Context: an optimization exercise on an open-source flow, tuned for small area. The choices shown serve that exercise and are no tape-out recipe.
At most, simulation tests tie the RTL to the original design; equivalence was not proved.
Power figures rest on the tool's default switching activity, not on a simulated workload.

== sierra ==
==> flow/design.v (excerpt) <==
module pitch_correction(
    input wire clk,
    input wire reset,
    input wire [31:0] S_AXIS_DATA_0_tdata,
    input wire  S_AXIS_DATA_0_tlast,
    output wire S_AXIS_DATA_0_tready,
    input wire  S_AXIS_DATA_0_tvalid,
    output wire [31:0] m_axis_data_tdata,
    output wire        m_axis_data_tlast,
    input  wire        m_axis_data_tready,
    output wire        m_axis_data_tvalid,
    output wire [15:0] m_axis_config_tdata,
    input  wire m_axis_config_tready,
    output wire m_axis_config_tvalid,
    output wire [31:0] monitor_fft_out,
    output wire monitor_fft_vld,
    output wire [31:0] monitor_pitch_out,
    output wire monitor_pitch_vld,
    input wire pitch_enable
    );
==> module aomux, before the edit <==
module aomux #(parameter N = 32) (
    input  wire [N*32-1:0] d,
    input  wire [N-1:0]    s,
    output wire [31:0]     q
);
    localparam G = (N + 2) / 3;
    wire [G*3*32-1:0] dd = {{(G*3-N)*32{1'b0}}, d};
    wire [G*3-1:0]    ss = {{(G*3-N){1'b0}}, s};
    genvar b, k;
    generate
        for (b = 0; b < 32; b = b + 1) begin : g_bit
            wire [G-1:0] t;
            for (k = 0; k < G; k = k + 1) begin : g_grp
                if (3*k + 2 < N) begin : g3
                    ao3n u (.a1(dd[(3*k)*32+b]),   .a2(ss[3*k]),
                            .b1(dd[(3*k+1)*32+b]), .b2(ss[3*k+1]),
                            .c1(dd[(3*k+2)*32+b]), .c2(ss[3*k+2]), .y(t[k]));
                end else if (3*k + 1 < N) begin : g2
                    ao3n u (.a1(dd[(3*k)*32+b]),   .a2(ss[3*k]),
                            .b1(dd[(3*k+1)*32+b]), .b2(ss[3*k+1]),
                            .c1(dd[(3*k+1)*32+b]), .c2(ss[3*k+1]), .y(t[k]));
                end else begin : g1
                    assign t[k] = ~(dd[(3*k)*32+b] & ss[3*k]);
                end
            end
            assign q[b] = ~&t;
        end
    endgenerate
endmodule
==> flow/config.mk <==
export PLATFORM = sky130hd
export DESIGN_NAME = pitch_correction
export DESIGN_NICKNAME = pitch_correction
export VERILOG_FILES = /design/flow/design.v
export SDC_FILE = /design/flow/constraint.sdc
export NUM_CORES = 8
export LEC_CHECK = 0
export CAP_MARGIN = 20
export CORE_MARGIN = 2
export CORE_UTILIZATION = 70
export SLEW_MARGIN = 20
export SYNTH_HIERARCHICAL = 1
==> flow/constraint.sdc <==
create_clock -name core_clock -period 15.0 [get_ports {clk}]
set_input_delay 3.0000 -clock core_clock [delete_from_list [all_inputs] [get_ports {clk}]]
set_output_delay 3.0000 -clock core_clock [all_outputs]
set_load 0.01 [all_outputs]
standard.sh (not shown) runs the stock make flow with config.mk's settings and CLKGATE_MAP_FILE= SYNTH_SCRIPT=/design/flow/synth_recipe.tcl, a recipe that flattens the netlist after the stock synthesis.
==> flow/flow/run.sh <==
#!/bin/bash
# Own layout flow: the standard flow (standard.sh, standard synthesis
# included), with clock tree synthesis run without dummy loads and the port
# buffers made with the smallest buffer (repair_design still resizes them).
# Each tool's full output stays in orfs/logs/; make's output goes to
# flow_make.log.
set -euo pipefail
export CTS_ARGS="-sink_clustering_enable -repair_clock_nets -dont_use_dummy_load -buf_list sky130_fd_sc_hd__clkbuf_4 -root_buf sky130_fd_sc_hd__clkbuf_16 -sink_clustering_size 11 -sink_clustering_max_diameter 30"
export BUFFER_PORTS_ARGS="-buffer_cell sky130_fd_sc_hd__buf_1"
bash standard.sh finish > flow_make.log 2>&1
sierra ran in full, but the layout does not pass; the checks complain about antenna violations.
## Diff of input files: violet against sierra
-- flow/design.v --
<<< sierra, line 18
                            .c1(dd[(3*k+2)*32+b]), .c2(ss[3*k+2]), .y(t[k]));
                end else if (3*k + 1 < N) begin : g2
                    ao3n u (.a1(dd[(3*k)*32+b]),   .a2(ss[3*k]),
                            .b1(dd[(3*k+1)*32+b]), .b2(ss[3*k+1]),
                            .c1(dd[(3*k+1)*32+b]), .c2(ss[3*k+1]), .y(t[k]));
                end else begin : g1
                    assign t[k] = ~(dd[(3*k)*32+b] & ss[3*k]);
>>> violet, line 18
                            .c1(dd[(3*k+2)*32+b]), .c2(ss[3*k+2]), .y(t[k]));
                end else if (3*k + 1 < N) begin : g2
                    ao2n u (.a1(dd[(3*k)*32+b]),   .a2(ss[3*k]),
                            .b1(dd[(3*k+1)*32+b]), .b2(ss[3*k+1]), .y(t[k]));
                end else begin : g1
                    assign t[k] = ~(dd[(3*k)*32+b] & ss[3*k]);
<<< sierra, line 34
);
    assign y = ~((a1 & a2) | (b1 & b2) | (c1 & c2));
endmodule
module sqsum (
>>> violet, line 33
);
    assign y = ~((a1 & a2) | (b1 & b2) | (c1 & c2));
endmodule
module ao2n (
    input  wire a1, a2, b1, b2,
    output wire y
);
    assign y = ~((a1 & a2) | (b1 & b2));
endmodule
module sqsum (
==> comparison <==
On number of cells in the finished layout apart from fillers, violet and sierra are basically level. In terms of power, violet and sierra differ only marginally. Status: synthesized area parity (violet, sierra). In terms of multiplexer share of the synthesized area, violet and sierra differ only marginally. Per the comparison of violet with sierra, count of antenna diodes in the layout rose by 5.0%; via count now sits lower; global-route usage went down 0.19 points; design area about even. On setup slack after layout, sierra beats violet. violet went all the way through synthesis, placement and routing and the layout is clean on timing, DRC and antenna. violet and sierra ended up with roughly the same count of flip-flops and latches.

========
Another version of the RTL of pitch_correction (not shown whole).
Size in the first run: ~11000 cells after synthesis, ~8500 flip-flops, ~160 I/O pins.
==> module pitch_correction, before the edit <==
module pitch_correction(
    input wire clk,
    input wire reset,
    input wire [31:0] S_AXIS_DATA_0_tdata,
    input wire  S_AXIS_DATA_0_tlast,
    output wire S_AXIS_DATA_0_tready,
    input wire  S_AXIS_DATA_0_tvalid,
    output wire [31:0] m_axis_data_tdata,
    output wire        m_axis_data_tlast,
    input  wire        m_axis_data_tready,
    output wire        m_axis_data_tvalid,
    output wire [15:0] m_axis_config_tdata,
    input  wire m_axis_config_tready,
    output wire m_axis_config_tvalid,
    output wire [31:0] monitor_fft_out,
    output wire monitor_fft_vld,
    output wire [31:0] monitor_pitch_out,
    output wire monitor_pitch_vld,
    input wire pitch_enable
    );
    localparam LS = 3;               
    localparam S  = 1 << LS;
    localparam NT = 256 / S;         
    wire        in_v = S_AXIS_DATA_0_tvalid;
    wire [31:0] din  = S_AXIS_DATA_0_tdata;
    reg rst_d, cfg_v;
    always @(posedge clk) begin
        rst_d <= reset;
        cfg_v <= rst_d;
    end
    assign m_axis_config_tvalid = cfg_v;
    assign m_axis_config_tdata  = 16'h0001;
    assign m_axis_data_tlast    = 1'b0;
    assign monitor_fft_out      = din;
    assign monitor_fft_vld      = in_v;
    localparam FILLING = 2'd0, READY = 2'd1, EMPTYING = 2'd2;
    reg  [1:0] state;
    reg  [7:0] wp;        
    reg  [7:0] rp;        
    reg        ovld;
    wire       acc     = ovld & m_axis_data_tready;
    wire       lastacc = acc & (rp == 8'd255);
    always @(posedge clk) begin
        if (reset) begin
            state <= FILLING;
            wp    <= 8'd0;
            rp    <= 8'd0;
            ovld  <= 1'b0;
        end else begin
            if (in_v)
                wp <= wp + 8'd1;
            case (state)
                FILLING:  if (wp == 8'd255) state <= READY;
                READY:    if (acc) state <= EMPTYING;
                EMPTYING: if (lastacc) state <= FILLING;
                default:  state <= state;
            endcase
            if (state == READY)
                ovld <= 1'b1;
            else if (state == FILLING || lastacc)
                ovld <= 1'b0;
            if (acc)
                rp <= rp + 8'd1;
            else if (state == FILLING)
                rp <= 8'd0;
        end
    end
    wire        lower = ~wp[7];
    wire [30:0] xsq;
    sqsum u_sq (.re(din[15:0]), .im(din[31:16]), .x(xsq));
    reg  [30:0] nb;
    reg  [6:0]  peak;
    wire        gt  = (xsq < nb);
    wire        upd = in_v & lower & gt;
    wire        cap_x = in_v & lower & (gt | (wp[6:0] == 7'd10) |
                                        ((&nb) & (wp[6:0] == peak)));
    wire        cap_y = in_v & wp[7] & ((wp[6:0] == 7'd10) | (wp[6:0] == peak));
    always @(posedge clk) begin
        nb <= ~in_v ? {31{1'b1}} : upd ? xsq : nb;
        if (reset)
            peak <= 7'd0;
        else if (upd)
            peak <= wp[6:0];
    end
    wire [31:0]   dconj = {(~din[31:16]) + 16'd1, din[15:0]};
    reg  [8191:0] ring;
    always @(posedge clk)
        ring <= {ring[8159:0], in_v ? dconj : ring[8191:8160]};
    wire [NT*32-1:0] taps;
    genvar g;
    generate
        for (g = 0; g < NT; g = g + 1) begin : g_tap
            assign taps[g*32 +: 32] = ring[g*S*32 +: 32];
        end
    endgenerate
    reg  [7:0]      stl;
    reg  [(S-1)*32-1:0] dl;
    wire [NT-1:0]   tsel = {{(NT-1){1'b0}}, 1'b1} << stl[7:LS];
    wire [31:0]     tap;
    aomux #(.N(NT)) u_tap (.d(taps), .s(tsel), .q(tap));
    always @(posedge clk) begin
        stl <= ovld ? stl + {7'd0, ~m_axis_data_tready} : 8'd0;
        dl  <= {dl[(S-2)*32-1:0], tap};
    end
    wire [S-1:0] ssel = {{(S-1){1'b0}}, 1'b1} << stl[LS-1:0];
    wire [31:0]  stream;
    aomux #(.N(S)) u_stream (.d({dl, tap}), .s(ssel), .q(stream));
    reg         cap_xd, cap_yd;
    reg  [31:0] cx, cy;
    wire        swp = (rp[6:0] == 7'd10) | (rp[6:0] == peak);
    always @(posedge clk) begin
        cap_xd <= cap_x;
        cap_yd <= cap_y;
        if (cap_xd | (acc & swp & ~rp[7]))
            cx <= stream;
        if (cap_yd | (acc & swp & rp[7]))
            cy <= stream;
    end
    wire [3:0]  osel = {~pitch_enable,
                        pitch_enable & swp & rp[7],
                        pitch_enable & swp & ~rp[7],
                        pitch_enable & ~swp};
    wire [31:0] rd;
    aomux #(.N(4)) u_out (.d({din, cy, cx, stream}), .s(osel), .q(rd));
    assign m_axis_data_tdata    = rd;
    assign m_axis_data_tvalid   = pitch_enable ? ovld : in_v;
    assign S_AXIS_DATA_0_tready = pitch_enable | m_axis_data_tready;
    assign monitor_pitch_out    = rd;
    assign monitor_pitch_vld    = ovld;
endmodule
==> flow/config.mk <==
export PLATFORM = sky130hd
export DESIGN_NAME = pitch_correction
export DESIGN_NICKNAME = pitch_correction
export VERILOG_FILES = /design/flow/design.v
export SDC_FILE = /design/flow/constraint.sdc
export NUM_CORES = 8
export LEC_CHECK = 0
export CAP_MARGIN = 40
export CORE_MARGIN = 2
export CORE_UTILIZATION = 55
export SLEW_MARGIN = 50
export SYNTH_HIERARCHICAL = 1
==> flow/constraint.sdc <==
create_clock -name core_clock -period 15.0 [get_ports {clk}]
set_input_delay 3.0000 -clock core_clock [delete_from_list [all_inputs] [get_ports {clk}]]
set_output_delay 3.0000 -clock core_clock [all_outputs]
set_load 0.01 [all_outputs]
==> flow/flow/run.sh <==
#!/bin/bash
# Own layout flow: the standard flow (standard.sh, standard synthesis
# included), with clock tree synthesis run without dummy loads and the port
# buffers made with the smallest buffer (repair_design still resizes them).
# Each tool's full output stays in orfs/logs/; make's output goes to
# flow_make.log.
set -euo pipefail
export CTS_ARGS="-sink_clustering_enable -repair_clock_nets -dont_use_dummy_load -buf_list sky130_fd_sc_hd__clkbuf_4 -root_buf sky130_fd_sc_hd__clkbuf_16 -sink_clustering_size 11 -sink_clustering_max_diameter 35"
export BUFFER_PORTS_ARGS="-buffer_cell sky130_fd_sc_hd__buf_1"
bash standard.sh finish > flow_make.log 2>&1
Change:
--- a/flow/design.v
+++ b/flow/design.v
@@ -531,7 +531,8 @@
     input wire pitch_enable
     );
-    localparam LS = 3;               
-    localparam S  = 1 << LS;
-    localparam NT = 256 / S;         
+    localparam S  = 6;               
+    localparam NT = 43;              
+    localparam F  = S - 1;           
+    localparam LF = 3;               
     wire        in_v = S_AXIS_DATA_0_tvalid;
     wire [31:0] din  = S_AXIS_DATA_0_tdata;
@@ -606,16 +607,51 @@
         end
     endgenerate
-    reg  [7:0]      stl;
-    reg  [(S-1)*32-1:0] dl;
-    wire [NT-1:0]   tsel = {{(NT-1){1'b0}}, 1'b1} << stl[7:LS];
-    wire [31:0]     tap;
+    reg  [5:0]    pt;
+    reg  [2:0]    ph;
+    reg  [LF-1:0] n, hd, tl;
+    reg  [F*32-1:0] q;
+    wire          aligned = (ph == 3'd0);
+    wire          empty   = (n == {LF{1'b0}});
+    wire          fetch   = aligned & ((n != F[LF-1:0]) | acc);
+    wire          push    = fetch & ~(empty & acc);
+    wire          pop     = acc & ~empty;
+    wire [NT-1:0] tsel    = {{(NT-1){1'b0}}, 1'b1} << pt;
+    wire [31:0]   tap;
     aomux #(.N(NT)) u_tap (.d(taps), .s(tsel), .q(tap));
     always @(posedge clk) begin
-        stl <= ovld ? stl + {7'd0, ~m_axis_data_tready} : 8'd0;
-        dl  <= {dl[(S-2)*32-1:0], tap};
+        if (!ovld) begin
+            pt <= 6'd0;
+            ph <= 3'd0;
+            n  <= {LF{1'b0}};
+            hd <= {LF{1'b0}};
+            tl <= {LF{1'b0}};
+        end else begin
+            if (!fetch) begin
+                if (pt == NT - 1 && ph == 3'd3) begin
+                    pt <= 6'd0;
+                    ph <= 3'd0;
+                end else if (ph == S - 1) begin
+                    pt <= pt + 6'd1;
+                    ph <= 3'd0;
+                end else
+                    ph <= ph + 3'd1;
+            end
+            n  <= n + {{(LF-1){1'b0}}, push} - {{(LF-1){1'b0}}, pop};
+            if (pop)
+                hd <= (hd == F - 1) ? {LF{1'b0}} : hd + 1'b1;
+            if (push)
+                tl <= (tl == F - 1) ? {LF{1'b0}} : tl + 1'b1;
+        end
     end
-    wire [S-1:0] ssel = {{(S-1){1'b0}}, 1'b1} << stl[LS-1:0];
-    wire [31:0]  stream;
-    aomux #(.N(S)) u_stream (.d({dl, tap}), .s(ssel), .q(stream));
+    generate
+        for (g = 0; g < F; g = g + 1) begin : g_q
+            always @(posedge clk)
+                if (push && tl == g)
+                    q[g*32 +: 32] <= tap;
+        end
+    endgenerate
+    wire [F:0]  ssel = {empty, {{(F-1){1'b0}}, ~empty} << hd};
+    wire [31:0] stream;
+    aomux #(.N(F + 1)) u_stream (.d({tap, q}), .s(ssel), .q(stream));
     reg         cap_xd, cap_yd;
     reg  [31:0] cx, cy;
The new run completed without violations.
Design area rose slightly.
Synthesized area climbs slightly.
Via count goes up by a few percent.
Cell count grows slightly.
Routed wire length climbs by roughly a tenth.
Setup slack improved by 0.094 ns.
Power is about the same.
Die area went up slightly.
Sequential share of layout area came out lower by 0.56 points.
First-iteration DRC count rises by a quarter to a third.
Clock skew drops by 0.044 ns.
Function not checked in the second run of this note: the RTL went through the layout flow alone.

[static timing again, ports no longer ideal]
Ports are ideal in the flow. The routed layouts listed here were re-timed in OpenROAD.
Step 1 (the two cells are an assumption about what drives the block):
set clk [get_ports {clk}]
set_driving_cell -lib_cell sky130_fd_sc_hd__clkbuf_16 $clk
set_driving_cell -lib_cell sky130_fd_sc_hd__buf_2 [delete_from_list [all_inputs] $clk]
Step 2, shift: input delay + t, output delay - t, t = (earliest + latest rising clock arrival at the registers) / 2. This alone moves slack from input paths to output paths.
Three values: no drivers, after step 1, after step 2; two values: the first two.
| run | t (ns) | setup slack, ns | latest minus earliest clock arrival (ns) | worst slew at a driven data input, ns |
|---|---|---|---|---|
| sierra | 1.336 | 4.206 / 4.270 / 2.934 | 0.217 / 0.218 | 0.10 |
| violet | 1.360 | 4.175 / 4.243 / 2.883 | 0.230 / 0.230 | 0.13 |
| the first run of note 2 | 1.409 | 4.667 / 4.739 / 3.330 | 0.186 / 0.186 | 0.05 |
| the second run of note 2 | 1.378 | 4.761 / 4.833 / 3.455 | 0.208 / 0.207 | 0.17 |
For the first run of note 2, which loses most, drivers alone change the setup slack by +0.072 ns; drivers and shift together by -1.337 ns.
